From an optimization exercise on the open Yosys and OpenROAD flow, aimed at small area and a short achievable clock period; shortcuts taken in it are not production practice. In this exercise RTL edits were held to simulation tests only and were not proved equivalent to the original. The clock port is modelled as an ideal driver; clocking choices that lean on that would not hold on a real chip. No activity file was given, so power comes from the tool's default toggle rates.

// sincos
module sincos (
    input wire clk,
    input wire rst,
    input wire [7:0] theta,
    output reg [7:0] sine,
    output reg [7:0] cosine,
    output reg done
);
==> flow/config.mk <==
export PLATFORM = sky130hd
export DESIGN_NAME = sincos
export DESIGN_NICKNAME = sincos
export VERILOG_FILES = /design/flow/design.v
export SDC_FILE = /design/flow/constraint.sdc
export NUM_CORES = 4
export LEC_CHECK = 0
export ABC_AREA = 1
export CAP_MARGIN = 20
export CORE_MARGIN = 2
export CORE_UTILIZATION = 40
export HOLD_SLACK_MARGIN = 0.05
export SETUP_SLACK_MARGIN = 2.45
export SLEW_MARGIN = 20
==> flow/constraint.sdc <==
create_clock -name core_clock -period 4.0 [get_ports {clk}]
set_input_delay 0.8000 -clock core_clock [delete_from_list [all_inputs] [get_ports {clk}]]
set_output_delay 0.8000 -clock core_clock [all_outputs]
set_load 0.01 [all_outputs]
standard.sh (not shown) runs the stock make flow with config.mk's settings and CLKGATE_MAP_FILE= SYNTH_SCRIPT=/design/flow/synth_recipe.tcl, a recipe that flattens the netlist after the stock synthesis.
==> flow/flow/run.sh <==
#!/bin/bash
# Own layout flow: the standard ORFS flow (standard.sh, with its unchanged synthesis) and
# these changes to how the layout is made:
#  - port buffers are sky130_fd_sc_hd__buf_2 instead of the delay cell buffer_ports picks;
#  - repair may change a cell's footprint (MATCH_CELL_FOOTPRINT=0);
set -euo pipefail
cd "$(dirname "$0")/.."
# Up to CTS with config.mk's setup margin; the routing steps' repair aims lower (see below).
bash standard.sh \
  BUFFER_PORTS_ARGS="-buffer_cell sky130_fd_sc_hd__buf_2" \
  MATCH_CELL_FOOTPRINT=0 \
  PRE_CTS_TCL="$PWD/flow/clock_tree.tcl" \
  CLK_SKEW_PATTERN='k_*' \
  CLK_SKEW_CELL=sky130_fd_sc_hd__clkdlybuf4s50_1 \
  CLK_LATE_FROM_GROUP=1 \
  cts > flow_make_cts.log 2>&1
bash standard.sh \
  BUFFER_PORTS_ARGS="-buffer_cell sky130_fd_sc_hd__buf_2" \
  MATCH_CELL_FOOTPRINT=0 \
  PRE_CTS_TCL="$PWD/flow/clock_tree.tcl" \
  CLK_SKEW_PATTERN='k_*' \
  CLK_SKEW_CELL=sky130_fd_sc_hd__clkdlybuf4s50_1 \
  CLK_LATE_FROM_GROUP=1 \
  SETUP_SLACK_MARGIN=2.3 \
  finish > flow_make.log 2>&1
Other scripts of this flow, unchanged in this note and not shown: flow/flow/clock_tree.tcl
Rerun with:
--- a/flow/flow/run.sh
+++ b/flow/flow/run.sh
@@ -22,4 +22,4 @@
   CLK_SKEW_CELL=sky130_fd_sc_hd__clkdlybuf4s50_1 \
   CLK_LATE_FROM_GROUP=1 \
-  SETUP_SLACK_MARGIN=2.3 \
+  SETUP_SLACK_MARGIN=2.5 \
   finish > flow_make.log 2>&1
After rerunning: Sequential share of layout area falls by 2.3 points; flip-flop and latch count is unchanged; worst setup slack gets better by 53 ps.
Rerun with:
==> flow/flow/run.sh (replaced) <==
#!/bin/bash
# Own layout flow: the standard ORFS flow (standard.sh, with its unchanged synthesis) and
# these changes to how the layout is made:
#  - port buffers are sky130_fd_sc_hd__buf_2 instead of the delay cell buffer_ports picks;
#  - repair may change a cell's footprint (MATCH_CELL_FOOTPRINT=0);
set -euo pipefail
cd "$(dirname "$0")/.."
bash standard.sh \
  BUFFER_PORTS_ARGS="-buffer_cell sky130_fd_sc_hd__buf_2" \
  MATCH_CELL_FOOTPRINT=0 \
  PRE_CTS_TCL="$PWD/flow/clock_tree.tcl" \
  CLK_SKEW_PATTERN='k_*' \
  CLK_SKEW_CELL=sky130_fd_sc_hd__clkdlybuf4s50_1 \
  CLK_LATE_FROM_GROUP=1 \
  finish > flow_make.log 2>&1
Effect: Global-route usage stays the same; power falls slightly; first-iteration DRC count falls by roughly a tenth; wire length falls slightly; synthesized area does not change; combinational power falls by a few percent; synthesized cell count does not change; critical path depth does not change; die area is unchanged; worst setup slack is about the same; maximum frequency hardly moves.
Rerun with:
--- a/flow/flow/run.sh
+++ b/flow/flow/run.sh
@@ -6,4 +6,5 @@
 set -euo pipefail
 cd "$(dirname "$0")/.."
+# Up to CTS with config.mk's setup margin; the routing steps' repair aims lower (see below).
 bash standard.sh \
   BUFFER_PORTS_ARGS="-buffer_cell sky130_fd_sc_hd__buf_2" \
@@ -13,3 +14,12 @@
   CLK_SKEW_CELL=sky130_fd_sc_hd__clkdlybuf4s50_1 \
   CLK_LATE_FROM_GROUP=1 \
+  cts > flow_make_cts.log 2>&1
+bash standard.sh \
+  BUFFER_PORTS_ARGS="-buffer_cell sky130_fd_sc_hd__buf_2" \
+  MATCH_CELL_FOOTPRINT=0 \
+  PRE_CTS_TCL="$PWD/flow/clock_tree.tcl" \
+  CLK_SKEW_PATTERN='k_*' \
+  CLK_SKEW_CELL=sky130_fd_sc_hd__clkdlybuf4s50_1 \
+  CLK_LATE_FROM_GROUP=1 \
+  SETUP_SLACK_MARGIN=2.0 \
   finish > flow_make.log 2>&1
Wire length shrinks by about 1.3%; worst hold slack gains 8.3 ps; fmax drops by about 4.6%; clock power stays flat.


sincos, a different RTL version from the one above (not shown whole).
Size in the first run: roughly 460 cells after synthesis, about 93 flip-flops, ~27 I/O pins, roughly 4500 sq um of cells after synthesis.
make LEC_CHECK=0 ABC_CLOCK_PERIOD_IN_PS=1500 CAP_MARGIN=20 CORE_MARGIN=2 CORE_UTILIZATION=40 SETUP_SLACK_MARGIN=2.2 SLEW_MARGIN=20 finish   # period 4.0 ns
run.sh (not shown) runs the stock make flow with config.mk's settings and CLKGATE_MAP_FILE= SYNTH_SCRIPT=/design/flow/synth_recipe.tcl, a recipe that flattens the netlist after the stock synthesis.
Stock flow here: none of the scripts above is used.
The starting point went through all stages and came out clean.
==> next run, changes <==
Settings changed: ABC_CLOCK_PERIOD_IN_PS 1500 to unset, SETUP_SLACK_MARGIN 2.2 to unset.
Result: Routed wire length shrinks by about 15%; critical path depth shrinks by 1; die area stays the same; global-route usage shrinks by 3.1 points; clock skew hardly moves.

afterwards: timing with drivers on the ports:
The results above use ideal ports. As a check the final layouts listed here were re-extracted and re-timed, cells and wires unchanged.
Step 1 assumes that a clkbuf_16 drives the clock port and a buf_2 every other input.
Step 2, shift: input delay + t, output delay - t, t = (earliest + latest rising clock arrival at the registers) / 2. This alone moves slack from input paths to output paths.
Three values: ideal ports, drivers, drivers and shift; two values: the first two.
| run | shift t [ns] | slack for setup (ns) | worst setup path after step 2 | clock arrival spread, ns |
|---|---|---|---|---|
| the first run of note 1 | 0.560 | 2.498 / 2.482 / 2.498 | register to register | 0.700 / 0.700 |
| the second run of note 1 | 0.561 | 2.551 / 2.480 / 2.639 | register to register | 0.701 / 0.700 |
| the third run of note 1 | 0.560 | 2.551 / 2.481 / 2.604 | register to register | 0.701 / 0.701 |
| the fourth run of note 1 | 0.560 | 2.482 / 2.480 / 2.482 | register to register | 0.701 / 0.701 |
| the first run of note 2 | 0.402 | 1.941 / 1.941 / 1.941 | register to register | 0.022 / 0.021 |
| the second run of note 2 | 0.397 | 0.929 / 0.929 / 0.929 | register to register | 0.021 / 0.020 |
In the first run of note 1, the second run of note 1, the third run of note 1 and the fourth run of note 1 the clock reaches the registers at very different times; t lies between them, and the last value is a rough guide only.
